Background: an optimization exercise with open tools, aiming at small area and a short achievable clock period. Do not read the settings as production practice. Only simulation tests tie the RTL to the original design; equivalence was not proved. Power and IR drop assume default switching activity.

== run 1 ==
## mproc
module mproc (input wire clk, reset, input wire [15:0] d_in, output wire [6:0] addr, output wire [15:0] d_out);
Size: about 1,200 cells after synthesis, about 41 I/O pins, roughly 0.0099 mm2 of cells after synthesis.
==> flow/config.mk <==
export PLATFORM = sky130hd
export DESIGN_NAME = mproc
export DESIGN_NICKNAME = mproc
export VERILOG_FILES = /design/flow/design.v
export SDC_FILE = /design/flow/constraint.sdc
export NUM_CORES = 4
export LEC_CHECK = 0
export ABC_AREA = 1
export CAP_MARGIN = 20
export CORE_MARGIN = 2
export CORE_UTILIZATION = 50
export CTS_BUF_LIST = sky130_fd_sc_hd__clkbuf_8
export SETUP_SLACK_MARGIN = 5.0
export SLEW_MARGIN = 20
==> flow/constraint.sdc <==
create_clock -name core_clock -period 8.5 [get_ports {clk}]
set_input_delay 1.7000 -clock core_clock [delete_from_list [all_inputs] [get_ports {clk}]]
set_output_delay 1.7000 -clock core_clock [all_outputs]
set_load 0.01 [all_outputs]
standard.sh (not shown) runs the stock make flow with config.mk's settings and CLKGATE_MAP_FILE= SYNTH_SCRIPT=/design/flow/synth_recipe.tcl, a recipe that flattens the netlist after the stock synthesis.
==> flow/flow/run.sh <==
#!/bin/bash
# The standard layout, with repair_timing aiming for a larger setup margin and
# plain buffers on the ports.
set -euo pipefail
bash standard.sh SETUP_SLACK_MARGIN=5.7 "BUFFER_PORTS_ARGS=-buffer_cell sky130_fd_sc_hd__buf_2" finish > run_standard.log 2>&1
Run 1 ran to completion and came out clean on the timing, DRC and antenna checks.
## Diff of input files: run 2 against run 1
Settings: changing CTS_BUF_LIST from sky130_fd_sc_hd__clkbuf_8 to sky130_fd_sc_hd__clkbuf_8 sky130_fd_sc_hd__clkbuf_16.
==> flow/flow/run.sh <==
#!/bin/bash
# The standard layout, with repair_timing aiming for a larger setup margin and
# plain buffers on the ports.
set -euo pipefail
bash standard.sh SETUP_SLACK_MARGIN=5.9 "BUFFER_PORTS_ARGS=-buffer_cell sky130_fd_sc_hd__buf_2" finish > run_standard.log 2>&1
[summary]
- When the final numbers for run 1 and run 2 were put side by side, the global-route track usage on met3 turned out to be smaller in run 1.
- The via count of run 2 exceeds that of run 1 by 727.
- Comparing run 1 and run 2, cell count is higher on run 2.
- Re minimum period implied by the final worst setup slack: run 2 is 0.032 ns down on run 1.
- Run 2 vs run 1 on clock network power: run 2 is the higher one.
- The combinational power of run 2 exceeds that of run 1 by 17%.
[inputs] run 3 vs run 2
Settings: CTS_BUF_LIST changed from sky130_fd_sc_hd__clkbuf_8 sky130_fd_sc_hd__clkbuf_16 to sky130_fd_sc_hd__clkbuf_8.
==> flow/flow/run.sh <==
#!/bin/bash
# The standard layout, with: abc mapping by flow/map.abc in synthesis,
# repair_timing aiming for a larger setup margin, plain buffers on the ports.
set -euo pipefail
W=$(pwd)
export FLOW_SYNTH_TCL=$W/synth_recipe.tcl
export ABC_SCRIPT_OVERRIDE=$W/flow/map.abc
bash standard.sh SYNTH_SCRIPT=$W/flow/synth_abc.tcl SETUP_SLACK_MARGIN=5.7 "BUFFER_PORTS_ARGS=-buffer_cell sky130_fd_sc_hd__buf_2" finish > run_standard.log 2>&1
==> flow/flow/map.abc (new file) <==
strash
dch
map -a
topo
stime -c
==> flow/flow/synth_abc.tcl (new file) <==
# The standard flow's synthesis (synth_recipe.tcl), with abc mapping the combinational
# logic by the script in ABC_SCRIPT_OVERRIDE instead of ORFS's abc script.
proc abc {args} {
  set i [lsearch -exact $args -script]
  if {$i >= 0} { lset args [expr {$i + 1}] $::env(ABC_SCRIPT_OVERRIDE) }
  yosys abc {*}$args
}
source $::env(FLOW_SYNTH_TCL)
Compared to run 2, run 3 has synthesized area per cell 1.4 um2 higher.
Run comparison: run 3 beginning of the critical path ir[9]$_SDFFE_PP0P_; run 2 beginning of the critical path d_in[4]
[compare] base=run 2 new=run 3: compound-gate portion of the synthesized area increased 5.2 points, synthesized netlist cell count now sits lower.
#### Input delta (run 4 over run 3)
Settings: CTS_BUF_LIST: sky130_fd_sc_hd__clkbuf_8 -> unset.
==> flow/flow/run.sh <==
#!/bin/bash
# The standard layout, with repair_timing aiming for a larger setup margin and
# plain buffers on the ports.
set -euo pipefail
bash standard.sh SETUP_SLACK_MARGIN=5.9 "BUFFER_PORTS_ARGS=-buffer_cell sky130_fd_sc_hd__buf_2" finish > run_standard.log 2>&1
removed: flow/flow/map.abc
removed: flow/flow/synth_abc.tcl
==> run notes <==
- Number of search-and-repair iterations in the first detailed-routing pass in run 4 vs run 3: down 1
- Synthesized-area fraction occupied by adder cells in run 4 is 0.34 points lower than in run 3
- Diff run 3 -> run 4 | number of nets in the final layout | up by more than 10%
- The origin of the worst setup path comes out ir[9]$_SDFFE_PP0P_ in one run and d_in[4] in the other, namely in run 3 and run 4 respectively.
- Combinational group share of total power was lower in run 4 than in run 3.
- Row core outline area: run 4 higher / run 3 lower
- Relative to run 3, post-synthesis xor/xnor area fraction has decreased by 0.51 points in run 4.
- Compared with run 3, run 4 shows die span in y that has gone up by a few percent.

==> re-timing with driven ports <==
In the flow no input, the clock included, has a driving cell. The finished layouts below were timed again as built, in two steps.
Step 1, drivers: a clkbuf_16 drives clk and a buf_2 each remaining input, both assumed.
Step 2 times the ports against the registers' clock, not the clock port: input delays grow and output delays shrink by t, the midpoint of the rising clock arrivals with the driver on.
Slacks: ideal ports / drivers / drivers and shift; pairs: ideal ports / drivers.
run	t (ns)	slack for setup (ns)	hold slack, ns	pins driven straight from the clock port
run 1	0.504	5.693 / 5.678 / 5.174	0.486 / 0.486 / 0.486	1
run 2	0.479	5.725 / 5.701 / 5.221	0.497 / 0.497 / 0.497	1
run 3	0.502	5.294 / 5.294 / 4.948	0.458 / 0.458 / 0.458	1
run 4	0.479	5.725 / 5.701 / 5.221	0.497 / 0.497 / 0.497	1
After both steps setup and hold are still met in every run listed. The setup slack of run 1, which loses most, moves by -0.015 ns with the drivers and by -0.519 ns with both steps.
